Background: an optimization exercise with open tools, aiming at small area. Do not read the settings as production practice.
Where RTL was checked, it was by simulation tests only, not by an equivalence proof against the original.
Only the layout flow was run in run 3; the RTL was not checked for function there.
No activity file was given, so power comes from the tool's default toggle rates.

===== flow/design.v =====
module ioTest (input  M_CLOCK,         
               input  rst,             
               input  [3:0] IO_PB,     
               input  [7:0] IO_DSW,    
               output [3:0] F_LED,     
               output [7:0] IO_LED,    
               output [3:0] IO_SSEGD,  
               output reg [7:0] IO_SSEG,   
               output IO_SSEG_COL);    
  localparam S0 = 3'd0, S1 = 3'd1, S2 = 3'd2, S3 = 3'd3, S4 = 3'd4, S5 = 3'd5;
  function [13:0] inc14(input [13:0] a);
    integer n; reg c;
    begin c = 1'b1;
      for (n = 0; n < 14; n = n + 1) begin inc14[n] = a[n] ^ c; c = c & a[n]; end
    end
  endfunction
  function [5:0] inc6(input [5:0] a);
    integer n; reg c;
    begin c = 1'b1;
      for (n = 0; n < 6; n = n + 1) begin inc6[n] = a[n] ^ c; c = c & a[n]; end
    end
  endfunction
  function [3:0] inc4(input [3:0] a);
    integer n; reg c;
    begin c = 1'b1;
      for (n = 0; n < 4; n = n + 1) begin inc4[n] = a[n] ^ c; c = c & a[n]; end
    end
  endfunction
  function [2:0] inc3(input [2:0] a);
    integer n; reg c;
    begin c = 1'b1;
      for (n = 0; n < 3; n = n + 1) begin inc3[n] = a[n] ^ c; c = c & a[n]; end
    end
  endfunction
  function ge14(input [13:0] a, input [13:0] b);
    integer n; reg g, e;
    begin g = 1'b0; e = 1'b1;
      for (n = 13; n >= 0; n = n - 1) begin
        g = g | (e & a[n] & ~b[n]); e = e & ~(a[n] ^ b[n]);
      end
      ge14 = g | e;
    end
  endfunction
  reg  [2:0]  state;
  reg  [1:0]  rs;         
  reg  [3:0]  sc;         
  reg  [3:0]  scnt;       
  reg  [3:0]  lvl;        
  reg  [7:0]  x;          
  reg  [25:0] q;          
  reg  [5:0]  sc32;       
  reg  [13:0] r;          
  reg         z;          
  reg         fled;
  reg         lon;        
  reg  [1:0]  lval;       
  reg         blank;      
  assign IO_SSEG_COL = 1'b1;
  assign F_LED = {4{fled}};
  assign IO_LED = {lon & (lval == 2'd0), lon & (lval == 2'd1),
                   lon & (lval == 2'd2), lon & (lval == 2'd3), 4'b0000};
  assign IO_SSEGD = blank ? 4'b1111 :
                    (rs == 2'd1) ? 4'b1110 :
                    (rs == 2'd2) ? 4'b1101 :
                    (rs == 2'd3) ? 4'b1011 : 4'b0111;
  function [7:0] txt(input lose, input [4:0] j);
    begin
      txt = 8'b11111111;
      if ({lose, j} == 6'b0_00100) txt = 8'b10010000;
      if ({lose, j} == 6'b0_00101) txt = 8'b10101111;
      if ({lose, j} == 6'b0_00110) txt = 8'b10000110;
      if ({lose, j} == 6'b0_00111) txt = 8'b10000110;
      if ({lose, j} == 6'b0_01000) txt = 8'b10000111;
      if ({lose, j} == 6'b0_01001) txt = 8'b11101111;
      if ({lose, j} == 6'b0_01010) txt = 8'b10101011;
      if ({lose, j} == 6'b0_01011) txt = 8'b10010000;
      if ({lose, j} == 6'b0_01100) txt = 8'b10010010;
      if ({lose, j} == 6'b1_00100) txt = 8'b10010001;
      if ({lose, j} == 6'b1_00101) txt = 8'b11000000;
      if ({lose, j} == 6'b1_00110) txt = 8'b11000001;
      if ({lose, j} == 6'b1_01000) txt = 8'b11000111;
      if ({lose, j} == 6'b1_01001) txt = 8'b11000000;
      if ({lose, j} == 6'b1_01010) txt = 8'b10010010;
      if ({lose, j} == 6'b1_01011) txt = 8'b10000110;
    end
  endfunction
  function [12:0] halfm1(input [3:0] l);
    begin
      halfm1 = 13'b0;
      if (l == 4'd1) halfm1 = 13'd3999;
      if (l == 4'd2) halfm1 = 13'd3649;
      if (l == 4'd3) halfm1 = 13'd3299;
      if (l == 4'd4) halfm1 = 13'd2949;
      if (l == 4'd5) halfm1 = 13'd2599;
      if (l == 4'd6) halfm1 = 13'd2249;
      if (l == 4'd7) halfm1 = 13'd1899;
      if (l == 4'd8) halfm1 = 13'd1549;
      if (l == 4'd9) halfm1 = 13'd1199;
      if (l == 4'd10) halfm1 = 13'd849;
      if (l == 4'd11) halfm1 = 13'd499;
      if (l == 4'd12) halfm1 = 13'd149;
    end
  endfunction
  function [15:0] lev(input [3:0] l);
    begin
      lev = 16'b0;
      if (l == 4'd1) lev = {8'b11000000, 8'b11111001};
      if (l == 4'd2) lev = {8'b11000000, 8'b10100100};
      if (l == 4'd3) lev = {8'b11000000, 8'b10110000};
      if (l == 4'd4) lev = {8'b11000000, 8'b10011001};
      if (l == 4'd5) lev = {8'b11000000, 8'b10010010};
      if (l == 4'd6) lev = {8'b11000000, 8'b10000010};
      if (l == 4'd7) lev = {8'b11000000, 8'b11111000};
      if (l == 4'd8) lev = {8'b11000000, 8'b10000000};
      if (l == 4'd9) lev = {8'b11000000, 8'b10011000};
      if (l == 4'd10) lev = {8'b11111001, 8'b11000000};
      if (l == 4'd11) lev = {8'b11111001, 8'b11111001};
      if (l == 4'd12) lev = {8'b11111001, 8'b10100100};
      if (l == 4'd13) lev = {8'b11111001, 8'b10110000};
    end
  endfunction
  wire [4:0]  tj;
  wire        tc0 = sc[0] & rs[0];
  wire        tc1 = (sc[1] & rs[1]) | ((sc[1] ^ rs[1]) & tc0);
  assign tj = {sc[3] & sc[2] & tc1, sc[3] ^ (sc[2] & tc1), sc[2] ^ tc1, sc[1] ^ rs[1] ^ tc0, sc[0] ^ rs[0]};
  wire        tick   = sc32[5];
  wire [7:0]  tchar  = txt(state == S5, tj);
  wire [15:0] ldig   = lev(lvl);
  wire [7:0]  lchar  = (rs == 2'd0) ? 8'b01000111 :
                       (rs == 2'd1) ? 8'b10111111 :
                       (rs == 2'd2) ? ldig[15:8] : ldig[7:0];
  wire        done   = ~ge14({10'b0, lvl}, {10'b0, scnt});               
  wire        match  = (r[12:0] == halfm1(lvl)) && (lvl != 4'd13);
  wire [7:0]  xn     = {x[6:0], x[7] ^ x[5] ^ x[1]};
  wire [3:0]  pb     = {~IO_PB[0], ~IO_PB[1], ~IO_PB[2], ~IO_PB[3]};
  wire        single = (pb == 4'd1) || (pb == 4'd2) || (pb == 4'd4) || (pb == 4'd8);
  wire [1:0]  pv     = {~IO_PB[2] | ~IO_PB[3], ~IO_PB[1] | ~IO_PB[3]};
  wire        u0     = (r[10:0] == 11'd0);
  wire        ushow  = ge14({3'b0, r[10:0]}, 14'd1000);
  reg rot;            
  reg [1:0] rin;      
  always @(posedge M_CLOCK) begin
    if (rst) begin
      state <= S0; rs <= 2'd0; sc <= 4'd0; scnt <= 4'd0; lvl <= 4'd1;
      x <= 8'b11101001; sc32 <= 6'd1; r <= 14'd1; z <= 1'b1;
      fled <= 1'b0; lon <= 1'b0; blank <= 1'b1; IO_SSEG <= 8'hFF;
    end else begin
      rot = 1'b0;
      rin = q[1:0];
      sc32 <= tick ? sc32 : inc6(sc32);
      case (state)
        S0: begin
          lon <= 1'b0;
          r <= inc14(r);
          if (tick) begin
            sc32 <= 6'd2;
            if (ge14(r, 14'd4999)) begin
              r <= 14'd1;
              sc <= (sc == 4'd13) ? 4'd0 : inc4(sc);
            end
            IO_SSEG <= tchar; blank <= 1'b0; rs <= {rs[1]^rs[0], ~rs[0]};
          end
          if (~IO_DSW[7]) begin
            state <= S1; sc <= 4'd0; r <= {13'd0, ~z};
          end
        end
        S1: begin
          z <= 1'b0;
          r <= inc14(r);
          if (tick) begin
            sc32 <= 6'd2; IO_SSEG <= lchar; blank <= 1'b0; rs <= {rs[1]^rs[0], ~rs[0]};
          end
          if (match & r[13]) begin
            x <= xn;
            rot = 1'b1;
            if (lvl == 4'd1 || scnt == lvl) rin = xn[7:6];
            lon <= 1'b1; lval <= rin;
            scnt <= inc4(scnt);
            r <= 14'd1;
          end else begin
            if (done && scnt != 4'd13) begin rot = 1'b1; scnt <= inc4(scnt); end
            if (match) begin
              lon <= 1'b0;
              r <= 14'h2000;
              if (done) begin scnt <= 4'd0; state <= S2; end
            end
          end
        end
        S2: begin
          r <= 14'd0;
          if (tick) begin
            sc32 <= 6'd2; IO_SSEG <= lchar; blank <= 1'b0; rs <= {rs[1]^rs[0], ~rs[0]};
          end
          lon <= single; lval <= pv;
          if (single) begin
            if (q[1:0] == pv) begin
              rot = 1'b1; scnt <= inc4(scnt); state <= S4;
            end else state <= S3;
          end
        end
        S3: begin
          fled <= 1'b1;
          if (r[10:0] == 11'd1999) r <= {inc3(r[13:11]), 11'd0};
          else r <= inc14(r);
          if (!u0 && !ushow) blank <= 1'b1;
          if (ushow && tick) begin
            sc32 <= 6'd2; IO_SSEG <= lchar; blank <= 1'b0; rs <= {rs[1]^rs[0], ~rs[0]};
          end
          if (r == {3'd7, 11'd1998}) state <= S5;
        end
        S4: begin
          r <= inc14(r);
          if (tick) begin
            sc32 <= 6'd2; IO_SSEG <= lchar; blank <= 1'b0; rs <= {rs[1]^rs[0], ~rs[0]};
          end
          if (done && scnt != 4'd13) begin rot = 1'b1; scnt <= inc4(scnt); end
          if (ge14(r, 14'd1999)) lon <= 1'b0;
          if (r == 14'd3999) begin
            r <= 14'd1;
            if (done) begin lvl <= inc4(lvl); scnt <= 4'd0; state <= S1; end
            else state <= S2;
          end
        end
        S5: begin
          r <= inc14(r);
          if (tick) begin
            sc32 <= 6'd2;
            if (ge14(r, 14'd4999)) begin
              r <= 14'd1;
              sc <= inc4(sc);
              if (sc == 4'd12) begin
                sc <= 4'd0; fled <= 1'b0; state <= S0; lvl <= 4'd1; scnt <= 4'd0;
              end
            end
            IO_SSEG <= tchar; blank <= 1'b0; rs <= {rs[1]^rs[0], ~rs[0]};
          end
        end
        default: ;
      endcase
      if (rot) begin
        q <= {rin, q[25:2]};
      end
    end
  end
endmodule

===== flow/run.sh =====
#!/bin/bash
# synth_recipe.tcl (not shown) runs the flow's synth.tcl, then flattens the netlist and writes it again
# the make line also repeats each setting of config.mk as NAME=value (left out here)
make -C /OpenROAD-flow-scripts/flow DESIGN_CONFIG=/design/flow/config.mk WORK_HOME=/design/flow/orfs CLKGATE_MAP_FILE= SYNTH_SCRIPT=/design/flow/synth_recipe.tcl finish

===== flow/config.mk =====
export PLATFORM = sky130hd
export DESIGN_NAME = ioTest
export DESIGN_NICKNAME = ioTest
export VERILOG_FILES = /design/flow/design.v
export SDC_FILE = /design/flow/constraint.sdc
export NUM_CORES = 4
export LEC_CHECK = 0
export CAP_MARGIN = 20
export CORE_MARGIN = 2
export CORE_UTILIZATION = 40
export SLEW_MARGIN = 20

===== flow/constraint.sdc =====
create_clock -name core_clock -period 10.0 [get_ports {M_CLOCK}]
set_input_delay 2.0000 -clock core_clock [delete_from_list [all_inputs] [get_ports {M_CLOCK}]]
set_output_delay 2.0000 -clock core_clock [all_outputs]
set_load 0.01 [all_outputs]

==> out/results.tsv, run 1 <==
stage	metric	value	unit
global_routing	grt_antenna_before_repair	0	
routing	antenna_left	0	
critical_path	cp_max_fo	28	
logic_synthesis	synth_top_family_by_area	compound AO/OA/AOI/OAI gates	
clock_network	cts_buffers	9	
critical_path	crit_top_cell	and3_1	
routing	vias_per_cell	6.15	
sta	final_hold_viol_count	0	
sta	worst_pin_slew	1040	ps
global_routing	grt_use_total	21.3	%
placement	dp_hpwl	12000	um
logic_synthesis	yosysUniqueCellTypes	85	
clock_network	clkLatencyLatePin	350	ps
logic_synthesis	synth_edf_count	28	
clock_network	path_clk_slew	70	ps
clock_network	htreeDepth	3	
sta	grt_setup_unrepaired	false	
critical_path	cp_cell_sequence	ha_1, inv_1, and3_1, or4_1, a22oi_1, and3_1, nand4_2, o2bb2ai_1, a21oi_2, buf_4	
power_and_ir_drop	comb_power_share	32.4	%
logic_synthesis	netlist_area	6160	um^2
sta	setup_ws	5330	ps
placement	io_buffer_count	26	
routing	via_count	5687	
placement	place_ws	5340	ps
logic_synthesis	syn_inst	741	
layout	nNetsFinal	791	
sta	min_period	4670	ps
routing	drc	0	
floorplanning	fp-row-count	45	
power_and_ir_drop	power_frac_clock	29.2	%
logic_synthesis	synthSimpleGateAreaFrac	23.0	%
routing	drt-total-wl	16900	um
power_and_ir_drop	p_sw	0.436	mW
sta	hold_ws	428	ps
clock_network	cts_tree	built	
routing	post_drt_wl_per_cell	18.3	um
sta	slew_viol_final	0	
power_and_ir_drop	power_per_cell_area	169	nW/um^2
sta	finClkSkew	10.5	ps
global_routing	overflow	0	
sta	tns	0	ps
floorplanning	fp.dieArea	16400	um^2
logic_synthesis	yosysTopAreaCell	dfxtp_1	
sta	fmax	0.214	GHz
job	max-cap-violations	0	
clock_network	cts_max_path_buffers	2	
logic_synthesis	ys_async_sr_fraction	0	%
power_and_ir_drop	ir_drop	0.0813	mV
layout	drive_above_1_share	5.16	%
power_and_ir_drop	switching_share	38.4	%
global_routing	grt_pass1_vias	5614	
global_routing	grt_max_degree	33	
critical_path	path_class	reg -> reg	
logic_synthesis	synthTopCellsByArea	dfxtp_1, edfxtp_1, ha_1, a21oi_1, nand2_1	
clock_network	ctsResizeCount	0	
critical_path	end_kind	flip-flop	
logic_synthesis	yosysSeqAreaShare	32.2	%
power_and_ir_drop	p_leak	2.56	nW
global_routing	grt_pass1_wl	28000	um
clock_network	post_cts_buffers	0	
run_status	outcome	finished clean	
floorplanning	pin_count	39	
critical_path	cp-start-kind	flip-flop	
critical_path	critPathTopFamily	simple AND/OR/NAND/NOR gates	
routing	dr.pass1.iters	5	
logic_synthesis	synth_xor_xnor_area_share	2.27	%
floorplanning	die-width	128	um
logic_synthesis	synth_mux_area_share	2.82	%
floorplanning	coreArea	15100	um^2
logic_synthesis	ys_seq_elements	85	
clock_network	root_buffer	clkbuf_16	
floorplanning	initial_core_util	40.7	%
sta	setup_viol	0	
power_and_ir_drop	p_int	0.698	mW
critical_path	arrival	4690	ps
placement	gp_congestion	0.895	
layout	diodes	0	
floorplanning	dieHeight	128	um
critical_path	crit_required	10020	ps
logic_synthesis	yosys_warnings	1	
clock_network	ctsHoldBuffers	0	
sta	finalCritPeriodShare	46.7	%
layout	area_growth	8.93	%
power_and_ir_drop	power_frac_seq	38.4	%
logic_synthesis	synth_adder_area_share	9.42	%
logic_synthesis	synth_flop_cell	dfxtp_1	
logic_synthesis	synth-compound-area-share	24.0	%
logic_synthesis	syn_avg_cell_area	8.32	um^2
sta	max_slew_margin	30.6	%
critical_path	slowest_stage	ha_1	
critical_path	max_stage_delay	820	ps
clock_network	clock_sinks	85	
logic_synthesis	yosysTopAreaCellShare	18.5	%
critical_path	crit_buf_inv	2	
routing	drt_iter0_markers	489	
hold_path	hold_path_class	reg -> reg	
==> worst paths after layout <==
kind,startpoint,endpoint,slack (ps),cells past startpoint
hold reg to reg,q[8]$_DFFE_PP_,q[6]$_DFFE_PP_,430,0
setup reg to reg,lvl[1]$_SDFFE_PP0P_,q[9]$_DFFE_PP_,5330,10
setup / recovery,lvl[1]$_SDFFE_PP0P_,q[9]$_DFFE_PP_,5330,10
hold / removal,q[8]$_DFFE_PP_,q[6]$_DFFE_PP_,430,0
==> cells in the mapped netlist, types with 6 or more instances <==
master and instances:
o22ai_1 7, o211ai_1 6, o21ai_0 35, nor3_1 9, nand2_1 73, a211oi_1 7, dfxtp_1 57, buf_2 10
clkbuf_1 25, o221ai_1 8, nor2_1 73, edfxtp_1 28, mux2i_1 14, a22o_1 11, a221oi_1 7, a311oi_1 7
and3_1 14, ha_1 44, xnor2_1 11, inv_1 29, a21oi_1 56, buf_4 11, nand3_1 28, nor4_1 10
a31oi_1 11, nand2b_1 24, a21o_1 8
==> cell type report <==
class	instances	area, um^2
flip-flops and latches	85	1980
inverters	30	113
clock buffers	9	225
well taps	188	235
fillers	1443	8430
multi-input cells	578	3810
repair buffers	28	275
clock inverters	7	67.6
==> cells by family after synthesis <==
group,after synthesis
other cells,2
fa+ha+maj,46
compound gates,214
buf+inv,81
xor+xnor,16
simple gates,280
flops,85
mux,17
==> flip-flops by register name, indices dropped and copies added, names as in the netlist, 2 cells and up <==
register / flops
lval: 2
state: 3
sc: 4
r: 14
sc32: 6
scnt: 4
x: 8
lvl: 4
rs: 2
q: 26
IO_SSEG: 8
==> stage by stage <==
step / power [mW] / util [%] / instances / area, um^2
CTS: 1.14 / 44.3 / 925 / 6710
finish: 1.13 / 44.3 / 925 / 6710
global route: 1.20 / 44.3 / 925 / 6710
floorplan: 0.707 / - / 744 / 6170
detailed placement: 0.803 / 42.4 / 909 / 6420
global placement: 0.792 / 42.4 / 909 / 6420
==> routing by layer <==
metal / up-vias / GRT usage [%] / share of wire (%)
met1: 2722 / 26.9 / 44
met3: 39 / 4.47 / 5.2
met2: 196 / 34.6 / 47
met4: 0 / 10.6 / 3.4
met5: - / 0 / 0
li1: 2730 / - / -
==> cell usage in the layout (no fill, tap or decap), types with 14 or more instances in the layout <==
| cell | n |
|---|---|
| a21oi_1 | 55 |
| and3_1 | 14 |
| clkdlybuf4s50_1 | 26 |
| dfxtp_1 | 57 |
| edfxtp_1 | 28 |
| ha_1 | 44 |
| inv_1 | 29 |
| mux2i_1 | 14 |
| nand2_1 | 73 |
| nand2b_1 | 24 |
| nand3_1 | 28 |
| nor2_1 | 73 |
| o21ai_0 | 35 |
==> power groups by stage <==
stage                     combinational (mW)  sequential (mW)  clock, mW
after CTS                              0.363            0.435      0.339
after global placement                 0.352            0.440          0
after floorplan                        0.293            0.414          0
final                                  0.368            0.435      0.331
after detailed placement               0.361            0.442          0
after global routing                   0.410            0.442      0.351
==> inputs of run 2 (changes only) <==
--- a/flow/config.mk
+++ b/flow/config.mk
@@ -8,4 +8,5 @@
 export CAP_MARGIN = 20
 export CORE_MARGIN = 2
 export CORE_UTILIZATION = 40
+export CTS_BUF_LIST = sky130_fd_sc_hd__clkbuf_8
 export SLEW_MARGIN = 20
==> run 2 against run 1 <==
  * Register-to-register slack worse by 20 ps
  * Largest cell class unchanged
  * Still clean on timing, DRC and antenna
  * Sequential share of layout area up 0.45 points
  * Sequential power about the same
  * Highest routed layer unchanged
  * Critical path depth unchanged
  * Synthesized area unchanged
==> out/results.tsv, run 2 <==
stage	metric	value	unit	change
run_status	outcome	finished clean		
floorplanning	coreArea	15100	um^2	unchanged
sta	finClkSkew	13.7	ps	+3.15 ps
critical_path	setup.worst_path.start	lvl[1]$_SDFFE_PP0P_		
logic_synthesis	yosysUniqueCellTypes	85		unchanged
critical_path	endpoint	q[13]$_DFFE_PP_		
routing	post_drt_wl_per_cell	18.4	um	+0.51%
placement	dp_hpwl	12000	um	unchanged
power_and_ir_drop	ir_drop	0.0667	mV	-18%
global_routing	overflow	0		unchanged
logic_synthesis	synth_edf_count	28		unchanged
sta	fmax	0.213	GHz	-0.52%
critical_path	path_class	reg -> reg		
logic_synthesis	yosysTopAreaCell	dfxtp_1		
clock_network	root_buffer	clkbuf_8		
routing	drc	0		unchanged
critical_path	cp_max_fo	28		unchanged
critical_path	reg2reg_from	lvl[1]$_SDFFE_PP0P_		
floorplanning	dieHeight	128	um	unchanged
logic_synthesis	yosysTopAreaCellShare	18.5	%	unchanged
logic_synthesis	netlist_area	6160	um^2	unchanged
clock_network	ctsHoldBuffers	0		unchanged
layout	fin_area	6610	um^2	-1.5%
job	max-cap-violations	0		unchanged
layout	fillers	1460		+1.2%
logic_synthesis	yosysSeqAreaShare	32.2	%	unchanged
layout	area_growth	7.29	%	
routing	antenna_left	0		unchanged
critical_path	cp-start-kind	flip-flop		
global_routing	grt_use_total	21.4	%	+0.11 points
routing	via_count	5731		+0.77%
logic_synthesis	ys_async_sr_fraction	0	%	unchanged
critical_path	reg2regPathDepth	10		unchanged
routing	vias_per_cell	6.20		+0.77%
layout	diodes	0		unchanged
sta	slew_viol_final	0		unchanged
floorplanning	initial_core_util	40.7	%	unchanged
power_and_ir_drop	p_leak	2.52	nW	-1.8%
global_routing	grt_pass1_vias	5627		+0.23%
clock_network	cts_buffers	9		unchanged
logic_synthesis	ys_seq_elements	85		unchanged
floorplanning	fp.dieArea	16400	um^2	unchanged
logic_synthesis	yosys_warnings	1		unchanged
logic_synthesis	yosys-top-cells-count	nand2_1, nor2_1, dfxtp_1		
routing	dr.pass1.iters	5		unchanged
logic_synthesis	synth_flop_cell	dfxtp_1		
global_routing	grt_antenna_before_repair	0		unchanged
critical_path	crit_required	10070	ps	+50 ps
sta	setup_viol	0		unchanged
critical_path	r2r_slack	5310	ps	-20 ps
clock_network	post_cts_buffers	0		unchanged
layout	nNetsFinal	791		unchanged
clock_network	cts_max_path_buffers	2		unchanged
hold_path	whs_path_depth	0		unchanged
global_routing	grt_pass1_wl	28100	um	+0.37%
clock_network	path_clk_slew	100	ps	+30 ps
critical_path	end_kind	flip-flop		
sta	setup_ws	5310	ps	-24.4 ps
routing	drt_iter0_markers	473		-3.3%
critical_path	reg2reg_to	q[13]$_DFFE_PP_		
layout	most-common-layout-cells	nand2_1, nor2_1, dfxtp_1		
logic_synthesis	syn_avg_cell_area	8.32	um^2	unchanged
clock_network	clkLatencyLatePin	390	ps	+40 ps
sta	final_hold_viol_count	0		unchanged
layout	top_regs	q (26), r (14)		
layout	largest_reg_flops	26		unchanged
clock_network	cts_tree	built		
sta	hold_ws	432	ps	+3.90 ps
global_routing	grt_max_degree	33		unchanged
floorplanning	die-width	128	um	unchanged
sta	min_period	4690	ps	+24.4 ps
power_and_ir_drop	p_total	1.05	mW	-7.5%
sta	worst_pin_slew	1050	ps	+8.34 ps
power_and_ir_drop	power_per_cell_area	159	nW/um^2	-6.1%
logic_synthesis	synthTopCellsByArea	dfxtp_1, edfxtp_1, ha_1, a21oi_1, nand2_1		
critical_path	arrival	4760	ps	+70 ps
placement	place_ws	5340	ps	unchanged
clock_network	ctsResizeCount	0		unchanged
sta	finalCritPeriodShare	46.9	%	+0.24 points
placement	placed_area	6420	um^2	unchanged
sta	max_slew_margin	30.1	%	-0.56 points
hold_path	hold_path_class	reg -> reg		
layout	drive_above_1_share	5.16	%	unchanged
sta	tns	0	ps	unchanged
logic_synthesis	syn_inst	741		unchanged
placement	gp_congestion	0.895		unchanged
sta	grt_setup_unrepaired	false		
clock_network	htreeDepth	3		unchanged
clock_network	clock_sinks	85		unchanged
floorplanning	fp-row-count	45		unchanged
layout	regMostFlops	q		
floorplanning	pin_count	39		unchanged
placement	io_buffer_count	26		unchanged
routing	drt-total-wl	17000	um	+0.51%
run 2: how the worst min path moves through the flow:
stage                          startpoint              end  slack [ps]
after floorplan            q[2]$_DFFE_PP_   q[0]$_DFFE_PP_         400
after global placement    q[21]$_DFFE_PP_  q[19]$_DFFE_PP_         400
after detailed placement  q[17]$_DFFE_PP_  q[15]$_DFFE_PP_         410
after CTS                 q[25]$_DFFE_PP_  q[23]$_DFFE_PP_         430
after global routing      q[19]$_DFFE_PP_  q[17]$_DFFE_PP_         440
final                     q[14]$_DFFE_PP_  q[12]$_DFFE_PP_         430
run 2: power by group:
group          switching [mW]  total (mW)  internal, mW  leakage, nW
sequential             0.0486       0.435         0.387        0.712
combinational           0.232       0.369         0.136         1.71
clock                   0.148       0.245        0.0966       0.0954
total                   0.429        1.05         0.620         2.52
run 2: stage by stage:
step           utilization, %  std cells
6_report                 43.7        925
4_1_cts                  43.7        925
5_1_grt                  43.7        925
3_5_place_dp             42.4        909
2_1_floorplan               -        744
3_3_place_gp             42.4        909
run 2: routing by layer:
metal  wire length (um)  GRT usage (%)  part of all wire (%)
met2               7950           34.7                    47
met4                573           10.1                   3.4
met1               7450           26.9                    44
met3               1070           5.18                   6.3
met5                  0              0                     0
run 2: critical path: stages, from the launching register on:
cell,delay (ps)
dfxtp_1,480
ha_1,820
inv_1,300
and3_1,250
or4_1,470
a22oi_1,210
and3_1,560
nand4_2,500
o2bb2ai_1,300
a21oi_2,150
buf_4,310
run 2: cell type report:
class                           instances  area [um^2]  area share, %
Multi-Input combinational cell        578         3810           57.7
Sequential cell                        85         1980           30.0
Timing Repair Buffer                   28          275           4.16
Tap cell                              188          235           3.56
Clock buffer                            9          124           1.87
Inverter                               30          113           1.70
Clock inverter                          7         67.6           1.02
run 2: cell families after synthesis:
logic type / count (synthesis) / share of synthesized area [%]
and+or+nand+nor: 280 / 23.0
AOI/OAI and AO/OA: 214 / 24.0
DFF: 85 / 32.2
buffers and inverters: 81 / 6.17
adders and majority gates: 46 / 9.42
muxes: 17 / 2.82
xor gates and xnor gates: 16 / 2.27
other: 2 / 0.122
==> inputs of run 3 (changes only) <==
--- a/flow/design.v
+++ b/flow/design.v
@@ -46,8 +46,7 @@
   reg  [3:0]  sc;         
   reg  [3:0]  scnt;       
   reg  [3:0]  lvl;        
-  reg  [7:0]  x;          
-  reg  [25:0] q;          
+  reg  [3:0]  g;          
   reg  [5:0]  sc32;       
   reg  [13:0] r;          
   reg         z;          
@@ -84,6 +83,44 @@
       if ({lose, j} == 6'b1_01011) txt = 8'b10000110;
     end
   endfunction
+  function [3:0] pos(input [3:0] k);
+    begin
+      pos = 4'd0;
+      if (k == 4'd0) pos = 4'd1;
+      if (k == 4'd1) pos = 4'd2;
+      if (k == 4'd2) pos = 4'd5;
+      if (k == 4'd3) pos = 4'd9;
+      if (k == 4'd4) pos = 4'd2;
+      if (k == 4'd5) pos = 4'd8;
+      if (k == 4'd6) pos = 4'd3;
+      if (k == 4'd7) pos = 4'd11;
+      if (k == 4'd8) pos = 4'd8;
+      if (k == 4'd9) pos = 4'd6;
+      if (k == 4'd10) pos = 4'd5;
+      if (k == 4'd11) pos = 4'd5;
+      if (k == 4'd12) pos = 4'd6;
+    end
+  endfunction
+  function [1:0] val(input [3:0] p);
+    begin
+      val = 2'd0;
+      if (p == 4'd0) val = 2'd3;
+      if (p == 4'd1) val = 2'd3;
+      if (p == 4'd2) val = 2'd2;
+      if (p == 4'd3) val = 2'd1;
+      if (p == 4'd4) val = 2'd2;
+      if (p == 4'd6) val = 2'd1;
+      if (p == 4'd7) val = 2'd2;
+      if (p == 4'd11) val = 2'd1;
+    end
+  endfunction
+  function [3:0] add12(input [3:0] a, input [3:0] b);
+    reg [4:0] t;
+    begin
+      t = {1'b0, a} + {1'b0, b};
+      add12 = (t >= 5'd12) ? t[3:0] - 4'd12 : t[3:0];
+    end
+  endfunction
   function [12:0] halfm1(input [3:0] l);
     begin
       halfm1 = 13'b0;
@@ -131,22 +168,21 @@
                        (rs == 2'd2) ? ldig[15:8] : ldig[7:0];
   wire        done   = ~ge14({10'b0, lvl}, {10'b0, scnt});               
   wire        match  = (r[12:0] == halfm1(lvl)) && (lvl != 4'd13);
-  wire [7:0]  xn     = {x[6:0], x[7] ^ x[5] ^ x[1]};
   wire [3:0]  pb     = {~IO_PB[0], ~IO_PB[1], ~IO_PB[2], ~IO_PB[3]};
   wire        single = (pb == 4'd1) || (pb == 4'd2) || (pb == 4'd4) || (pb == 4'd8);
   wire [1:0]  pv     = {~IO_PB[2] | ~IO_PB[3], ~IO_PB[1] | ~IO_PB[3]};
-  wire        u0     = (r[10:0] == 11'd0);
-  wire        ushow  = ge14({3'b0, r[10:0]}, 14'd1000);
-  reg rot;            
-  reg [1:0] rin;      
+  wire        u1     = (r[10:0] == 11'd1);
+  wire        ushow  = ge14({3'b0, r[10:0]}, 14'd1001);
+  wire        step   = (state == S1) & match & r[13];
+  wire [3:0]  kk     = (state == S5) ? lvl : scnt;
+  wire [3:0]  gk     = add12(g, pos(kk));
+  wire [1:0]  sv     = val(gk);
   always @(posedge M_CLOCK) begin
     if (rst) begin
       state <= S0; rs <= 2'd0; sc <= 4'd0; scnt <= 4'd0; lvl <= 4'd1;
-      x <= 8'b11101001; sc32 <= 6'd1; r <= 14'd1; z <= 1'b1;
+      g <= 4'd0; sc32 <= 6'd1; r <= 14'd1; z <= 1'b1;
       fled <= 1'b0; lon <= 1'b0; blank <= 1'b1; IO_SSEG <= 8'hFF;
     end else begin
-      rot = 1'b0;
-      rin = q[1:0];
       sc32 <= tick ? sc32 : inc6(sc32);
       case (state)
         S0: begin
@@ -170,52 +206,45 @@
           if (tick) begin
             sc32 <= 6'd2; IO_SSEG <= lchar; blank <= 1'b0; rs <= {rs[1]^rs[0], ~rs[0]};
           end
-          if (match & r[13]) begin
-            x <= xn;
-            rot = 1'b1;
-            if (lvl == 4'd1 || scnt == lvl) rin = xn[7:6];
-            lon <= 1'b1; lval <= rin;
+          if (step) begin
+            lon <= 1'b1; lval <= sv;
             scnt <= inc4(scnt);
             r <= 14'd1;
-          end else begin
-            if (done && scnt != 4'd13) begin rot = 1'b1; scnt <= inc4(scnt); end
-            if (match) begin
-              lon <= 1'b0;
-              r <= 14'h2000;
-              if (done) begin scnt <= 4'd0; state <= S2; end
-            end
+          end else if (match) begin
+            lon <= 1'b0;
+            r <= 14'h2000;
+            if (done) begin scnt <= 4'd0; state <= S2; end
           end
         end
         S2: begin
-          r <= 14'd0;
+          r <= 14'd1;
           if (tick) begin
             sc32 <= 6'd2; IO_SSEG <= lchar; blank <= 1'b0; rs <= {rs[1]^rs[0], ~rs[0]};
           end
           lon <= single; lval <= pv;
           if (single) begin
-            if (q[1:0] == pv) begin
-              rot = 1'b1; scnt <= inc4(scnt); state <= S4;
+            if (sv == pv) begin
+              scnt <= inc4(scnt); state <= S4;
             end else state <= S3;
           end
         end
         S3: begin
           fled <= 1'b1;
-          if (r[10:0] == 11'd1999) r <= {inc3(r[13:11]), 11'd0};
+          if (r[10:0] == 11'd2000) r <= {inc3(r[13:11]), 11'd1};
           else r <= inc14(r);
-          if (!u0 && !ushow) blank <= 1'b1;
+          if (!u1 && !ushow) blank <= 1'b1;
           if (ushow && tick) begin
             sc32 <= 6'd2; IO_SSEG <= lchar; blank <= 1'b0; rs <= {rs[1]^rs[0], ~rs[0]};
           end
-          if (r == {3'd7, 11'd1998}) state <= S5;
+          if (r == {3'd7, 11'd1999}) state <= S5;
         end
         S4: begin
           r <= inc14(r);
           if (tick) begin
             sc32 <= 6'd2; IO_SSEG <= lchar; blank <= 1'b0; rs <= {rs[1]^rs[0], ~rs[0]};
           end
-          if (done && scnt != 4'd13) begin rot = 1'b1; scnt <= inc4(scnt); end
-          if (ge14(r, 14'd1999)) lon <= 1'b0;
-          if (r == 14'd3999) begin
+          if (ge14(r, 14'd2000)) lon <= 1'b0;
+          if (r == 14'd4000) begin
             r <= 14'd1;
             if (done) begin lvl <= inc4(lvl); scnt <= 4'd0; state <= S1; end
             else state <= S2;
@@ -230,6 +259,7 @@
               sc <= inc4(sc);
               if (sc == 4'd12) begin
                 sc <= 4'd0; fled <= 1'b0; state <= S0; lvl <= 4'd1; scnt <= 4'd0;
+                g <= gk;   
               end
             end
             IO_SSEG <= tchar; blank <= 1'b0; rs <= {rs[1]^rs[0], ~rs[0]};
@@ -237,9 +267,6 @@
         end
         default: ;
       endcase
-      if (rot) begin
-        q <= {rin, q[25:2]};
-      end
     end
   end
 endmodule
==> run 3 against run 2 <==
  * Final area fell by 16%
  * Synthesized area fell by 15%
  * Sequential share of layout area fell by 9.7 points
  * Routed wire length fell by 21%
  * Synthesized cell count fell by 6.6%
  * Clock-buffer cell count fell by 4
  * Power fell by 43%
  * Final cell count fell by 8.3%
  * Register-to-register slack got worse by 1800 ps
  * Hold slack improved by 37 ps
  * Critical path type unchanged
  * Largest cell class unchanged
==> out/results.tsv, run 3 <==
stage	metric	value	unit	change
run_status	outcome	finished clean		
clock_network	path_clk_slew	110	ps	about the same
critical_path	endpoint	scnt[3]$_SDFFE_PP0P_		
floorplanning	fp.dieArea	14000	um^2	-15%
power_and_ir_drop	power_per_cell_area	107	nW/um^2	-32%
layout	fillers	1340		-8.2%
routing	post_drt_wl_per_cell	15.9	um	-14%
logic_synthesis	yosys-top-cells-count	nor2_1, a21oi_1, nand2_1		
routing	dr.pass1.iters	4		-1
layout	diodes	0		unchanged
global_routing	grt_pass1_vias	4580		-19%
clock_network	cts_tree	built		
power_and_ir_drop	switching_share	39.2	%	-1.7 points
job	max-cap-violations	0		unchanged
power_and_ir_drop	p_int	0.361	mW	-42%
global_routing	grt_use_total	19.2	%	-2.2 points
hold_path	min_from	IO_SSEG[2]$_SDFFE_PP1P_		
layout	largest_reg_flops	14		-46%
logic_synthesis	syn_avg_cell_area	7.56	um^2	-9.1%
global_routing	grt_max_degree	51		+55%
clock_network	clock_sinks	55		-35%
logic_synthesis	yosys_warnings	1		unchanged
floorplanning	pin_count	39		unchanged
power_and_ir_drop	ir_drop	0.0683	mV	+2.4%
sta	min_period	6530	ps	+1840 ps
clock_network	root_buffer	clkbuf_8		
clock_network	ctsHoldBuffers	0		unchanged
power_and_ir_drop	p_sw	0.232	mW	-46%
critical_path	reg2reg_from	state[0]$_SDFFE_PP0P_		
floorplanning	die-width	118	um	-7.6%
layout	final_common_cell	nor2_1		
sta	tns	0	ps	unchanged
logic_synthesis	yosysTopAreaCell	dfxtp_1		
sta	hold_ws	468	ps	+36.7 ps
global_routing	grt_antenna_before_repair	0		unchanged
critical_path	cp-start-kind	flip-flop		
logic_synthesis	yosysTopAreaCellShare	20.3	%	+1.8 points
logic_synthesis	synthTopCellsByArea	dfxtp_1, ha_1, a21oi_1, nor2_1, nand2_1		
power_and_ir_drop	power_frac_seq	45.3	%	+3.8 points
sta	slew_viol_final	0		unchanged
clock_network	cts_max_path_buffers	2		unchanged
routing	antenna_left	0		unchanged
sta	setup_viol	0		unchanged
critical_path	setup.worst_path.start	state[0]$_SDFFE_PP0P_		
power_and_ir_drop	comb_power_share	33.0	%	-2.1 points
sta	finClkSkew	9.61	ps	-4.07 ps
layout	top_regs	r (14), IO_SSEG (8), sc32 (6)		
logic_synthesis	ys_async_sr_fraction	0	%	unchanged
clock_network	ctsResizeCount	0		unchanged
logic_synthesis	synth_edf_count	2		-93%
clock_network	cts_buffers	5		-4
clock_network	clkLatencyLatePin	330	ps	-60 ps
sta	finalCritPeriodShare	65.3	%	+18 points
critical_path	crit_required	10240	ps	+170 ps
critical_path	reg2regPathDepth	18		+8
routing	via_count	4955		-14%
clock_network	htreeDepth	2		-1
placement	io_buffer_count	26		unchanged
floorplanning	fp-row-count	41		-8.9%
placement	gp_congestion	0.827		-7.6%
logic_synthesis	yosysMostFrequentCell	nor2_1		
sta	grt_setup_unrepaired	false		
sta	final_hold_viol_count	0		unchanged
critical_path	end_kind	flip-flop		
routing	drc	0		unchanged
critical_path	reg2reg_to	scnt[3]$_SDFFE_PP0P_		
layout	area_growth	5.69	%	
placement	dp_hpwl	9820	um	-18%
logic_synthesis	synth_flop_cell	dfxtp_1		
floorplanning	initial_core_util	41.1	%	+0.45 points
global_routing	overflow	0		unchanged
clock_network	post_cts_buffers	0		unchanged
routing	drt_iter0_markers	354		-25%
sta	max_slew_margin	33.5	%	+3.5 points
sta	worst_pin_slew	997	ps	-50.4 ps
logic_synthesis	netlist_area	5230	um^2	-15%
global_routing	grt_pass1_wl	22500	um	-20%
layout	most-common-layout-cells	nor2_1, a21oi_1, nand2_1		
floorplanning	coreArea	12700	um^2	-16%
logic_synthesis	yosysUniqueCellTypes	81		-4.7%
routing	drt-total-wl	13500	um	-21%
floorplanning	dieHeight	118	um	-7.6%
power_and_ir_drop	p_leak	2.23	nW	-12%
layout	nNetsFinal	736		-7.0%
hold_path	hold_path_class	reg -> reg		
layout	drive_above_1_share	5.47	%	+0.32 points
power_and_ir_drop	power_frac_clock	21.7	%	-1.7 points
logic_synthesis	syn_inst	692		-6.6%
layout	regMostFlops	r		
logic_synthesis	ys_seq_elements	55		-35%
critical_path	arrival	6770	ps	+2010 ps
logic_synthesis	yosysSeqAreaShare	21.4	%	-11 points
routing	vias_per_cell	5.84		-5.7%
critical_path	cp_max_fo	23		-18%
critical_path	path_class	reg -> reg		
sta	fmax	0.153	GHz	-28%
critical_path	r2r_slack	3470	ps	-1840 ps
run 3: cell families after synthesis:
group / after synthesis / share of synthesized area (%)
AO/OA/AOI/OAI: 213 / 27.5
XOR/XNOR: 16 / 2.68
adder cells (fa/ha/maj): 49 / 11.9
buffers and inverters: 80 / 7.24
flip-flops: 55 / 21.4
multiplexers: 18 / 3.49
other: 2 / 0.143
AND/OR/NAND/NOR: 259 / 25.6
run 3: critical path: stages (launching register included):
cell and delay, ps:
dfxtp_1 840, clkinv_1 490, nor2_2 680, mux2i_1 560
o21ai_0 190, ha_1 250, fa_1 450, xnor2_1 340
inv_1 140, ha_1 210, nor3b_1 150, or2_1 270
o41ai_4 560, and3_1 240, a211oi_1 50, o22ai_1 370
a22o_2 320, a21oi_2 80, a311oi_2 230
run 3: how the worst min path moves through the flow:
stage,cells after the start,to,slack (ps)
floorplan,1,z$_SDFFE_PP1P_,420
global placement,1,z$_SDFFE_PP1P_,440
detailed placement,1,z$_SDFFE_PP1P_,450
CTS,1,z$_SDFFE_PP1P_,470
global route,1,IO_SSEG[4]$_SDFFE_PP1P_,500
finish,1,IO_SSEG[2]$_SDFFE_PP1P_,470
run 3: metrics by stage:
step	std cells	utilization (%)	total power, mW	setup WS (ps)	cell area (um^2)
detailed placement	840	42.8	0.465	3280	5450
global route	848	43.5	0.632	2900	5530
CTS	848	43.5	0.595	3200	5530
global placement	840	42.8	0.460	3370	5450
floorplan	695	-	0.418	4910	5250
finish	848	43.5	0.593	3470	5530
run 3: power by group through the flow:
stage	logic [mW]	clock network [mW]	registers, mW
floorplan	0.170	0	0.248
detailed placement	0.193	0	0.272
CTS	0.194	0.134	0.267
global route	0.219	0.141	0.273
global placement	0.189	0	0.272
finish	0.196	0.129	0.268
run 3: final cells by class:
class | count | area, um^2 | share of cell area, %
inverters | 25 | 93.8 | 1.70
repair buffers | 28 | 270 | 4.89
well taps | 172 | 215 | 3.89
flip-flops and latches | 55 | 1120 | 20.3
multi-input cells | 560 | 3750 | 67.7
clock inverters | 3 | 15.0 | 0.271
clock buffers | 5 | 68.8 | 1.24
run 3: routing by layer:
| metal | track usage [%] | part of all wire, % | vias up |
|---|---|---|---|
| li1 | - | - | 2474 |
| met1 | 26.3 | 48 | 2355 |
| met2 | 31.3 | 47 | 110 |
| met3 | 2.61 | 3.7 | 16 |
| met4 | 5.51 | 1.4 | 0 |
| met5 | 0 | 0 | - |
==> inputs of run 4 (changes only) <==
--- a/flow/design.v
+++ b/flow/design.v
@@ -20,6 +20,12 @@
       for (n = 0; n < 6; n = n + 1) begin inc6[n] = a[n] ^ c; c = c & a[n]; end
     end
   endfunction
+  function [7:0] inc8c(input [7:0] a, input ci);
+    integer n; reg c;
+    begin c = ci;
+      for (n = 0; n < 8; n = n + 1) begin inc8c[n] = a[n] ^ c; c = c & a[n]; end
+    end
+  endfunction
   function [3:0] inc4(input [3:0] a);
     integer n; reg c;
     begin c = 1'b1;
@@ -48,7 +54,7 @@
   reg  [3:0]  lvl;        
   reg  [3:0]  g;          
   reg  [5:0]  sc32;       
-  reg  [13:0] r;          
+  reg  [13:0] r;
   reg         z;          
   reg         fled;
   reg         lon;        
@@ -121,21 +127,21 @@
       add12 = (t >= 5'd12) ? t[3:0] - 4'd12 : t[3:0];
     end
   endfunction
-  function [12:0] halfm1(input [3:0] l);
-    begin
-      halfm1 = 13'b0;
-      if (l == 4'd1) halfm1 = 13'd3999;
-      if (l == 4'd2) halfm1 = 13'd3649;
-      if (l == 4'd3) halfm1 = 13'd3299;
-      if (l == 4'd4) halfm1 = 13'd2949;
-      if (l == 4'd5) halfm1 = 13'd2599;
-      if (l == 4'd6) halfm1 = 13'd2249;
-      if (l == 4'd7) halfm1 = 13'd1899;
-      if (l == 4'd8) halfm1 = 13'd1549;
-      if (l == 4'd9) halfm1 = 13'd1199;
-      if (l == 4'd10) halfm1 = 13'd849;
-      if (l == 4'd11) halfm1 = 13'd499;
-      if (l == 4'd12) halfm1 = 13'd149;
+  function [6:0] halfq(input [3:0] l);
+    begin
+      halfq = 7'd0;
+      if (l == 4'd1) halfq = 7'd79;
+      if (l == 4'd2) halfq = 7'd72;
+      if (l == 4'd3) halfq = 7'd65;
+      if (l == 4'd4) halfq = 7'd58;
+      if (l == 4'd5) halfq = 7'd51;
+      if (l == 4'd6) halfq = 7'd44;
+      if (l == 4'd7) halfq = 7'd37;
+      if (l == 4'd8) halfq = 7'd30;
+      if (l == 4'd9) halfq = 7'd23;
+      if (l == 4'd10) halfq = 7'd16;
+      if (l == 4'd11) halfq = 7'd9;
+      if (l == 4'd12) halfq = 7'd2;
     end
   endfunction
   function [15:0] lev(input [3:0] l);
@@ -167,12 +173,18 @@
                        (rs == 2'd1) ? 8'b10111111 :
                        (rs == 2'd2) ? ldig[15:8] : ldig[7:0];
   wire        done   = ~ge14({10'b0, lvl}, {10'b0, scnt});               
-  wire        match  = (r[12:0] == halfm1(lvl)) && (lvl != 4'd13);
+  wire [7:0]  rq     = r[13:6];
+  wire [5:0]  rp     = r[5:0];
+  wire        pw     = (rp == 6'd49);
+  wire [13:0] rinc   = {inc8c(rq, pw), pw ? 6'd0 : inc6(rp)};
+  wire        match  = pw && (rq[6:0] == halfq(lvl)) && (lvl != 4'd13);
+  wire        q100   = rq[7] | (rq[6] & rq[5] & (rq[4] | rq[3] | rq[2]));    
+  wire        q40    = rq[6] | (rq[5] & (rq[4] | rq[3]));                    
+  wire        q20    = rq[5] | (rq[4] & (rq[3] | rq[2]));                    
+  wire        q39    = (rq == 8'd39);
   wire [3:0]  pb     = {~IO_PB[0], ~IO_PB[1], ~IO_PB[2], ~IO_PB[3]};
   wire        single = (pb == 4'd1) || (pb == 4'd2) || (pb == 4'd4) || (pb == 4'd8);
   wire [1:0]  pv     = {~IO_PB[2] | ~IO_PB[3], ~IO_PB[1] | ~IO_PB[3]};
-  wire        u1     = (r[10:0] == 11'd1);
-  wire        ushow  = ge14({3'b0, r[10:0]}, 14'd1001);
   wire        step   = (state == S1) & match & r[13];
   wire [3:0]  kk     = (state == S5) ? lvl : scnt;
   wire [3:0]  gk     = add12(g, pos(kk));
@@ -180,18 +192,18 @@
   always @(posedge M_CLOCK) begin
     if (rst) begin
       state <= S0; rs <= 2'd0; sc <= 4'd0; scnt <= 4'd0; lvl <= 4'd1;
-      g <= 4'd0; sc32 <= 6'd1; r <= 14'd1; z <= 1'b1;
+      g <= 4'd0; sc32 <= 6'd1; r <= 14'd2; z <= 1'b1;
       fled <= 1'b0; lon <= 1'b0; blank <= 1'b1; IO_SSEG <= 8'hFF;
     end else begin
       sc32 <= tick ? sc32 : inc6(sc32);
       case (state)
         S0: begin
           lon <= 1'b0;
-          r <= inc14(r);
+          r <= rinc;
           if (tick) begin
             sc32 <= 6'd2;
-            if (ge14(r, 14'd4999)) begin
-              r <= 14'd1;
+            if (q100) begin
+              r <= 14'd2;
               sc <= (sc == 4'd13) ? 4'd0 : inc4(sc);
             end
             IO_SSEG <= tchar; blank <= 1'b0; rs <= {rs[1]^rs[0], ~rs[0]};
@@ -202,7 +214,7 @@
         end
         S1: begin
           z <= 1'b0;
-          r <= inc14(r);
+          r <= rinc;
           if (tick) begin
             sc32 <= 6'd2; IO_SSEG <= lchar; blank <= 1'b0; rs <= {rs[1]^rs[0], ~rs[0]};
           end
@@ -217,7 +229,7 @@
           end
         end
         S2: begin
-          r <= 14'd1;
+          r <= {13'd0, sv == pv};
           if (tick) begin
             sc32 <= 6'd2; IO_SSEG <= lchar; blank <= 1'b0; rs <= {rs[1]^rs[0], ~rs[0]};
           end
@@ -225,37 +237,39 @@
           if (single) begin
             if (sv == pv) begin
               scnt <= inc4(scnt); state <= S4;
-            end else state <= S3;
+            end else begin
+              scnt <= 4'd0; state <= S3;
+            end
           end
         end
         S3: begin
           fled <= 1'b1;
-          if (r[10:0] == 11'd2000) r <= {inc3(r[13:11]), 11'd1};
-          else r <= inc14(r);
-          if (!u1 && !ushow) blank <= 1'b1;
-          if (ushow && tick) begin
-            sc32 <= 6'd2; IO_SSEG <= lchar; blank <= 1'b0; rs <= {rs[1]^rs[0], ~rs[0]};
-          end
-          if (r == {3'd7, 11'd1999}) state <= S5;
+          r <= rinc;
+          if (q39 & pw) begin r <= 14'd0; scnt <= inc4(scnt); end
+          if (!q20 && r != 14'd0) blank <= 1'b1;
+          if (q20 && tick) begin
+            sc32 <= 6'd2; IO_SSEG <= lchar; blank <= 1'b0; rs <= {rs[1]^rs[0], ~rs[0]};
+          end
+          if (scnt == 4'd7 && q39 && rp == 6'd48) begin state <= S5; r <= {8'd128, 6'd0}; end
         end
         S4: begin
-          r <= inc14(r);
-          if (tick) begin
-            sc32 <= 6'd2; IO_SSEG <= lchar; blank <= 1'b0; rs <= {rs[1]^rs[0], ~rs[0]};
-          end
-          if (ge14(r, 14'd2000)) lon <= 1'b0;
-          if (r == 14'd4000) begin
+          r <= rinc;
+          if (tick) begin
+            sc32 <= 6'd2; IO_SSEG <= lchar; blank <= 1'b0; rs <= {rs[1]^rs[0], ~rs[0]};
+          end
+          if (q40) lon <= 1'b0;
+          if (rq == 8'd80 && rp == 6'd0) begin
             r <= 14'd1;
             if (done) begin lvl <= inc4(lvl); scnt <= 4'd0; state <= S1; end
             else state <= S2;
           end
         end
         S5: begin
-          r <= inc14(r);
+          r <= rinc;
           if (tick) begin
             sc32 <= 6'd2;
-            if (ge14(r, 14'd4999)) begin
-              r <= 14'd1;
+            if (q100) begin
+              r <= 14'd2;
               sc <= inc4(sc);
               if (sc == 4'd12) begin
                 sc <= 4'd0; fled <= 1'b0; state <= S0; lvl <= 4'd1; scnt <= 4'd0;
==> run 4 against run 3 <==
  * Power increased by 31%
  * First-iteration DRC count down 15%
  * Synthesized area down 0.31%
  * Sequential cell count is the same
  * Global-route usage up 1.6 points
  * Register-to-register slack worse by 98 ps
  * Via count increased by 7.7%
  * Final area grew 1.7%
  * Still clean
  * Non-clock buffer count is 3 higher
==> out/results.tsv, run 4 <==
stage	metric	value	unit	change
run_status	outcome	finished clean		
global_routing	overflow	0		unchanged
floorplanning	fp.dieArea	14000	um^2	-0.30%
clock_network	path_clk_slew	100	ps	about the same
logic_synthesis	netlist_area	5220	um^2	-0.31%
global_routing	grt_use_total	20.8	%	+1.6 points
layout	area_growth	7.79	%	
routing	vias_per_cell	6.09		+4.2%
logic_synthesis	synth_edf_count	2		unchanged
clock_network	clkLatencyLatePin	330	ps	about the same
floorplanning	pin_count	39		unchanged
global_routing	grt_pass1_wl	24500	um	+8.7%
routing	top_layer_used	met4		
logic_synthesis	yosysSeqAreaShare	21.5	%	+0.067 points
routing	drc	0		unchanged
routing	post_drt_wl_per_cell	16.5	um	+3.8%
routing	drt-met1-wl	6640	um	+2.3%
layout	diodes	0		unchanged
power_and_ir_drop	ir_drop	0.0741	mV	+8.4%
sta	grt_setup_unrepaired	false		
logic_synthesis	yosys_warnings	1		unchanged
clock_network	post_cts_buffers	0		unchanged
global_routing	grt_max_degree	42		-18%
sta	slew_viol_final	0		unchanged
floorplanning	dieHeight	118	um	-0.15%
clock_network	ctsResizeCount	0		unchanged
routing	antenna_left	0		unchanged
critical_path	end_kind	flip-flop		
routing	drt-total-wl	14500	um	+7.4%
clock_network	htreeDepth	2		unchanged
critical_path	arrival	6840	ps	+70 ps
critical_path	crit_required	10210	ps	-30 ps
layout	final_common_cell	nor2_1		
clock_network	clock_sinks	55		unchanged
logic_synthesis	ys_async_sr_fraction	0	%	unchanged
routing	met2_length	6890	um	+9.2%
sta	setup_viol	0		unchanged
clock_network	cts_buffers	5		unchanged
clock_network	cts_tree	built		
logic_synthesis	syn_avg_cell_area	7.34	um^2	-3.0%
sta	fmax	0.151	GHz	-1.5%
placement	dp_hpwl	10600	um	+7.5%
hold_path	hold_path_class	reg -> reg		
sta	max_slew_margin	39.3	%	+5.8 points
placement	io_buffer_count	26		unchanged
clock_network	ctsHoldBuffers	0		unchanged
job	max-cap-violations	0		unchanged
logic_synthesis	yosys-top-cells-count	nor2_1, nand2_1, dfxtp_1		
logic_synthesis	syn_inst	711		+2.7%
logic_synthesis	ys_seq_elements	55		unchanged
sta	finalCritPeriodShare	66.3	%	+0.98 points
routing	drt_iter0_markers	301		-15%
sta	finClkSkew	7.29	ps	-2.32 ps
layout	largest_reg_flops	14		unchanged
floorplanning	coreArea	12700	um^2	-0.40%
layout	regMostFlops	r		
routing	dr.pass1.iters	5		+1
floorplanning	die-width	118	um	-0.15%
floorplanning	initial_core_util	41.2	%	about the same
power_and_ir_drop	power_per_cell_area	139	nW/um^2	+29%
logic_synthesis	synthTopCellsByArea	dfxtp_1, ha_1, nor2_1, nand2_1, a21oi_1		
logic_synthesis	yosysMostFrequentCell	nor2_1		
power_and_ir_drop	p_leak	2.22	nW	-0.31%
global_routing	grt_antenna_before_repair	0		unchanged
critical_path	cp_max_fo	16		-30%
sta	tns	0	ps	unchanged
sta	min_period	6630	ps	+98.3 ps
sta	setup_ws	3370	ps	-98.3 ps
routing	dr_wl_met3	731	um	+49%
critical_path	cp-start-kind	flip-flop		
logic_synthesis	yosysTopAreaCell	dfxtp_1		
critical_path	path_class	reg -> reg		
layout	drive_above_1_share	4.11	%	-1.4 points
layout	nNetsFinal	763		+3.7%
layout	most-common-layout-cells	nor2_1, nand2_1, dfxtp_1		
sta	final_hold_viol_count	0		unchanged
logic_synthesis	yosysUniqueCellTypes	74		-8.6%
global_routing	grt_pass1_vias	4994		+9.0%
routing	via_count	5338		+7.7%
logic_synthesis	synth_flop_cell	dfxtp_1		
placement	place_ws	3550	ps	+265 ps
sta	worst_pin_slew	910	ps	-87.8 ps
layout	top_regs	r (14), IO_SSEG (8), sc32 (6)		
placement	gp_congestion	0.910		+10%
floorplanning	fp-row-count	41		unchanged
clock_network	cts_max_path_buffers	2		unchanged
logic_synthesis	yosysTopAreaCellShare	20.3	%	+0.063 points
clock_network	root_buffer	clkbuf_8		
-- run 4: changes by cell type after synthesis, moves of 5 or more --
cell | previous run | this run
a211oi_1 | 9 | 15
nand2_1 | 60 | 70
nand2b_1 | 19 | 14
and3_1 | 10 | 5
mux2i_1 | 16 | 10
a22oi_1 | 4 | 14
a21oi_1 | 67 | 49
buf_2 | 12 | 3
clkbuf_1 | 26 | 36
o211ai_1 | 5 | 11
nand3_1 | 30 | 21
nor2_1 | 69 | 95
nor2b_1 | 13 | 5
-- run 4: routing by layer --
layer  up-vias  track usage [%]
li1       2607                -
met1      2574             27.6
met2       143             35.5
met3        14             2.36
met4         0             5.95
met5         -                0
-- run 4: final timing paths --
check                                           start                   end  slack (ps)  cells after the start
worst min-delay path                   z$_SDFFE_PP1P_        z$_SDFFE_PP1P_         460                      2
worst max-delay path            state[2]$_SDFFE_PP0P_  scnt[2]$_SDFFE_PP0P_        3370                     20
worst min register to register         z$_SDFFE_PP1P_        z$_SDFFE_PP1P_         460                      2
worst max register to register  state[2]$_SDFFE_PP0P_  scnt[2]$_SDFFE_PP0P_        3370                     20
-- run 4: cells by family after synthesis --
logic type / Yosys count / synth area share [%]
mux: 10 / 1.92
buf+inv: 75 / 6.11
other cells: 2 / 0.144
fa+ha+maj: 47 / 11.5
compound gates: 224 / 29.4
xor+xnor: 14 / 2.49
flops: 55 / 21.5
simple gates: 284 / 27.0
-- run 4: critical path, cell delays in order, from the launching register on --
cell       delay (ps)
dfxtp_1           740
clkinv_1          470
nor2_1            380
nand2_1           380
nor2_1            220
a21oi_1           110
a21boi_0          220
o22ai_1           120
ha_1              250
fa_1              460
xnor2_2           420
inv_1             170
ha_1              220
nor3b_1           160
a211oi_1          370
o21ai_0           310
and3_1            230
a311oi_1          300
nand3_1           320
a2111oi_0         490
o41ai_1           140
-- run 4: through the flow --
stage	util, %	hold WS [ps]	total power [mW]	instance area [um^2]	instances
after floorplan	-	423	0.549	5230	714
after global placement	43.6	438	0.627	5520	869
after detailed placement	43.6	445	0.636	5520	869
after CTS	44.4	462	0.778	5620	877
after global routing	44.4	488	0.837	5620	877
final	44.4	462	0.779	5620	877
-- run 4: power by group --
part           leakage [nW]  total [mW]  switching (mW)  internal [mW]
Combinational          1.72       0.373           0.240          0.132
Clock                0.0557       0.141          0.0780         0.0625
Sequential            0.447       0.266          0.0261          0.240
Total                  2.22       0.779           0.345          0.434
-- run 4: area by class of cell --
class | count | area (um^2)
fill | 1334 | 7050
clock inverter | 1 | 3.75
sequential | 55 | 1120
tap | 172 | 215
timing repair buffer | 31 | 298
multi-input combinational | 584 | 3790
inverter | 27 | 101
clock buffer | 7 | 96.3
==> inputs of run 5 (changes only) <==
==> flow/flow/run.sh (new file) <==
#!/bin/bash
# Own flow: the standard synthesis, then the logic between its flip-flops re-mapped
# for area (flip-flops untouched), then the standard layout from floorplan to finish.
# Each tool's output goes to a log file of its own in the work folder.
set -euo pipefail
W=$PWD
PLAT=${FLOW_PLATFORM:-sky130hd}
YOSYS=$FLOW_HOME/../tools/install/yosys/bin/yosys
[[ -x $YOSYS ]] || YOSYS=yosys
LIB=$FLOW_HOME/platforms/$PLAT/lib/sky130_fd_sc_hd__tt_025C_1v80.lib
RES=$W/orfs/results/$PLAT/ioTest/base
LOGS=$W/orfs/logs/$PLAT/ioTest/base

bash standard.sh synth > $W/synth_std.log 2>&1
cp $RES/1_2_yosys.v $W/std_1_2_yosys.v

# the cells the standard synthesis may not use
DONTUSE=$(grep -o -- '-dont_use [A-Za-z0-9_]*' $LOGS/1_2_yosys.log | sort -u | tr '\n' ' ')
sed -e "s#{LIB}#$LIB#g" -e "s#{STD}#$W/std_1_2_yosys.v#g" -e "s#{ABC}#$W/flow/area.abc#g" \
    -e "s#{DONTUSE}#$DONTUSE#g" -e "s#{OUT}#$W/resyn_1_2_yosys.v#g" flow/resyn.ys > $W/resyn.ys
sed -e "s#{LIB}#$LIB#g" -e "s#{STD}#$W/std_1_2_yosys.v#g" -e "s#{NEW}#$W/resyn_1_2_yosys.v#g" \
    flow/equiv.ys > $W/equiv.ys
if $YOSYS -s $W/resyn.ys > $W/resyn.log 2>&1 && \
   $YOSYS -s $W/equiv.ys > $W/equiv.log 2>&1; then
  cp $W/resyn_1_2_yosys.v $RES/1_2_yosys.v
  touch $RES/1_2_yosys.v
  echo "re-mapped netlist in use" > $W/resyn_status.txt
else
  echo "re-mapping failed or not proven equivalent: standard netlist kept" > $W/resyn_status.txt
fi

bash standard.sh "BUFFER_PORTS_ARGS=-buffer_cell sky130_fd_sc_hd__buf_1" finish > $W/layout.log 2>&1
==> flow/flow/area.abc (new file) <==
strash
&get -n
&deepsyn -T 30
&put
dch -f
amap
topo
==> flow/flow/equiv.ys (new file) <==
# The re-mapped netlist must do what the standard synthesis's netlist does, flip-flop by flip-flop.
read_liberty -ignore_miss_func {LIB}
read_verilog {STD}
rename ioTest gold
read_verilog {NEW}
rename ioTest gate
flatten gold gate
opt_clean
equiv_make gold gate equiv
hierarchy -top equiv
equiv_simple -undef
equiv_induct -undef
equiv_status -assert
==> flow/flow/resyn.ys (new file) <==
# Re-map the combinational logic of the standard synthesis's netlist for area.
# The flip-flops (and tie cells) stay as they are, with their names and cell types.
read_liberty -ignore_miss_func {LIB}
blackbox sky130_fd_sc_hd__*df* sky130_fd_sc_hd__*dl* sky130_fd_sc_hd__conb_1
read_verilog {STD}
hierarchy -top ioTest
flatten
opt_clean
techmap
opt -fast
abc -script {ABC} -liberty {LIB} {DONTUSE}
opt_clean -purge
hilomap -singleton -hicell sky130_fd_sc_hd__conb_1 HI -locell sky130_fd_sc_hd__conb_1 LO
splitnets
opt_clean -purge
insbuf -buf sky130_fd_sc_hd__buf_1 A X
read_liberty -lib -overwrite {LIB}
tee -o {OUT}.stat stat -liberty {LIB}
write_verilog -noattr -nohex -nodec {OUT}
==> flow/standard.sh (new file) <==
#!/bin/bash
# synth_recipe.tcl (not shown) runs the flow's synth.tcl, then flattens the netlist and writes it again
# the make line also repeats each setting of config.mk as NAME=value (left out here)
make -C /OpenROAD-flow-scripts/flow DESIGN_CONFIG=/design/flow/config.mk WORK_HOME=/design/flow/orfs CLKGATE_MAP_FILE= SYNTH_SCRIPT=/design/flow/synth_recipe.tcl "${@:-finish}"
removed: flow/run.sh
==> run 5 against run 4 <==
  * Still clean
  * Power down 46%
  * Sequential cell count unchanged
  * Die area down 34%
  * Maximum frequency up 20%
  * Sequential share of layout area up 11 points
  * Worst setup slack better by 1100 ps
  * Sequential power down 11%
  * Clock-buffer cell count down 2
  * Clock skew up 2.6 ps
  * Critical endpoint is now scnt[3]$_SDFFE_PP0P_
==> out/results.tsv, run 5 <==
stage	metric	value	unit	change
placement	gp_congestion	0.967		+6.3%
sta	fmax	0.181	GHz	+20%
clock_network	post_cts_buffers	0		unchanged
routing	drt-total-wl	9230	um	-36%
layout	most-common-layout-cells	nor2_1, clkinv_1, dfxtp_1		
critical_path	r2r_slack	4490	ps	+1110 ps
routing	drt_iter0_markers	273		-9.3%
global_routing	grt_max_degree	19		-55%
clock_network	path_clk_slew	100	ps	about the same
logic_synthesis	syn_avg_cell_area	6.53	um^2	-11%
power_and_ir_drop	power_per_cell_area	115	nW/um^2	-17%
job	max-cap-violations	0		unchanged
layout	diodes	0		unchanged
run_status	outcome	finished clean		
floorplanning	fp.dieArea	9210	um^2	-34%
power_and_ir_drop	p_leak	1.17	nW	-47%
layout	fin_area	3660	um^2	-35%
clock_network	root_buffer	clkbuf_8		
critical_path	crit_required	10240	ps	+30 ps
critical_path	cp_max_fo	9		-7
clock_network	ctsHoldBuffers	0		unchanged
critical_path	path_class	reg -> reg		
critical_path	end_kind	flip-flop		
power_and_ir_drop	ir_drop	0.0483	mV	-35%
sta	max_slew_margin	50.2	%	+11 points
global_routing	grt_antenna_before_repair	0		unchanged
placement	placed_area	3570	um^2	-35%
routing	via_count	3706		-31%
routing	antenna_left	0		unchanged
critical_path	reg2reg_to	scnt[3]$_SDFFE_PP0P_		
logic_synthesis	yosys_warnings	1		unchanged
routing	met2_length	4140	um	-40%
logic_synthesis	netlist_area	3380	um^2	-35%
clock_network	cts_max_path_buffers	2		unchanged
layout	largest_reg_flops	14		unchanged
placement	dp_hpwl	7200	um	-32%
clock_network	cts_tree	built		
floorplanning	fp-row-count	33		-20%
floorplanning	coreArea	8220	um^2	-35%
clock_network	cts_buffers	5		unchanged
layout	nNetsFinal	553		-28%
hold_path	hold_path_class	reg -> reg		
global_routing	grt_use_total	20.6	%	-0.17 points
routing	drt-met1-wl	4230	um	-36%
critical_path	arrival	5760	ps	-1080 ps
routing	top_layer_used	met4		
critical_path	setup.worst_path.start	state[0]$_SDFFE_PP0P_		
routing	post_drt_wl_per_cell	14.3	um	-13%
layout	drive_above_1_share	1.67	%	-2.4 points
routing	vias_per_cell	5.75		-5.6%
critical_path	reg2regPathDepth	22		+10%
sta	min_period	5510	ps	-1110 ps
logic_synthesis	syn_inst	518		-27%
routing	dr_wl_met3	602	um	-18%
layout	regMostFlops	r		
layout	area_growth	8.28	%	
sta	finalCritPeriodShare	55.1	%	-11 points
layout	fillers	872		-35%
sta	worst_pin_slew	747	ps	-162 ps
sta	tns	0	ps	unchanged
global_routing	grt_pass1_vias	3241		-35%
placement	io_buffer_count	26		unchanged
floorplanning	pin_count	39		unchanged
floorplanning	initial_core_util	41.2	%	about the same
critical_path	endpoint	scnt[3]$_SDFFE_PP0P_		
floorplanning	die-width	96.0	um	-19%
global_routing	overflow	0		unchanged
layout	final_common_cell	nor2_1		
clock_network	clock_sinks	55		unchanged
sta	setup_viol	0		unchanged
sta	grt_setup_unrepaired	false		
sta	finClkSkew	9.86	ps	+2.57 ps
floorplanning	dieHeight	96.0	um	-19%
layout	top_regs	r (14), IO_SSEG (8), sc32 (6)		
critical_path	reg2reg_from	state[0]$_SDFFE_PP0P_		
sta	final_hold_viol_count	0		unchanged
global_routing	grt_pass1_wl	14900	um	-39%
clock_network	htreeDepth	2		unchanged
sta	slew_viol_final	0		unchanged
routing	drc	0		unchanged
routing	dr.pass1.iters	5		unchanged
clock_network	ctsResizeCount	0		unchanged
critical_path	cp-start-kind	flip-flop		
clock_network	clkLatencyLatePin	320	ps	about the same
## run 5: area by class of cell
cell class / count / area [um^2] / share of cell area [%]
multi-input cells: 372 / 1920 / 52.4
flip-flops and latches: 55 / 1120 / 30.6
clock inverters: 3 / 23.8 / 0.649
repair buffers: 27 / 105 / 2.87
well taps: 105 / 131 / 3.59
clock buffers: 5 / 68.8 / 1.88
inverters: 78 / 293 / 7.99
## run 5: worst min path at each step
stage	endpoint	cells past startpoint	from	slack (ps)
CTS	r[3]$_SDFFE_PP0N_	2	r[3]$_SDFFE_PP0N_	470
finish	r[3]$_SDFFE_PP0N_	2	r[3]$_SDFFE_PP0N_	470
floorplan	IO_SSEG[4]$_SDFFE_PP1P_	2	IO_SSEG[4]$_SDFFE_PP1P_	430
global route	IO_SSEG[1]$_SDFFE_PP1P_	1	IO_SSEG[1]$_SDFFE_PP1P_	510
detailed placement	r[3]$_SDFFE_PP0N_	2	r[3]$_SDFFE_PP0N_	450
global placement	r[3]$_SDFFE_PP0N_	2	r[3]$_SDFFE_PP0N_	450
## run 5: through the flow
stage               setup WS [ps]  hold slack (ps)  total power [mW]  instances  utilization [%]
detailed placement           4610              451             0.297        637             43.5
CTS                          4550              475             0.427        645             44.6
global route                 3760              513             0.445        645             44.6
floorplan                    5030              430             0.283        521                -
global placement             4760              447             0.296        637             43.5
finish                       4490              470             0.422        645             44.6
## run 5: metal layers
metal / vias to the layer above / GRT usage (%)
met5: - / 0
met4: 0 / 8.81
met3: 26 / 3.84
met2: 141 / 33.3
met1: 1671 / 27.0
li1: 1868 / -
## run 5: critical path: stages, from the launching register on
cell	delay, ps
dfxtp_1	510
clkinv_1	320
nor3_1	350
clkinv_1	190
o22ai_1	280
clkinv_1	130
nor2_1	190
nor2_1	80
nor2_1	100
a21oi_1	60
o21ai_0	300
nor2_1	130
clkinv_1	80
nand2_1	80
o21ai_0	430
nor2_1	100
a211oi_1	300
clkinv_1	170
a221oi_1	410
clkinv_1	160
a211oi_1	620
o22ai_1	250
o22ai_1	190
## run 5: where the power goes
part | switching, mW | total, mW | internal (mW)
Clock | 0.0789 | 0.129 | 0.0505
Combinational | 0.0370 | 0.0573 | 0.0204
Sequential | 0.00757 | 0.236 | 0.228
Total | 0.123 | 0.422 | 0.299

==> port drivers added, routing unchanged <==
In the flow no input, the clock included, has a driving cell. The finished layouts below were timed again as built, in two steps.
Step 1: set_driving_cell puts a clkbuf_16 on M_CLOCK and a buf_2 on each other input, an assumption about the parent block.
Step 2 times the ports against the registers' clock, not the clock port: input delays grow and output delays shrink by t, the midpoint of the rising clock arrivals with the driver on.
a / b / c = no drivers / after step 1 / after step 2; a / b = the first two.
| run | t (ns) | setup slack, ns | worst hold slack (ns) | worst setup path at the end |
|---|---|---|---|---|
| run 1 | 0.386 | 5.334 / 5.334 / 5.334 | 0.428 / 0.428 / 0.428 | register to register |
| run 2 | 0.419 | 5.310 / 5.310 / 5.310 | 0.432 / 0.432 / 0.432 | register to register |
| run 3 | 0.364 | 3.471 / 3.471 / 3.471 | 0.468 / 0.468 / 0.468 | register to register |
| run 4 | 0.357 | 3.373 / 3.373 / 3.373 | 0.462 / 0.462 / 0.462 | register to register |
| run 5 | 0.346 | 4.486 / 4.486 / 4.486 | 0.470 / 0.470 / 0.470 | register to register |
After both steps every run listed still meets setup and hold.
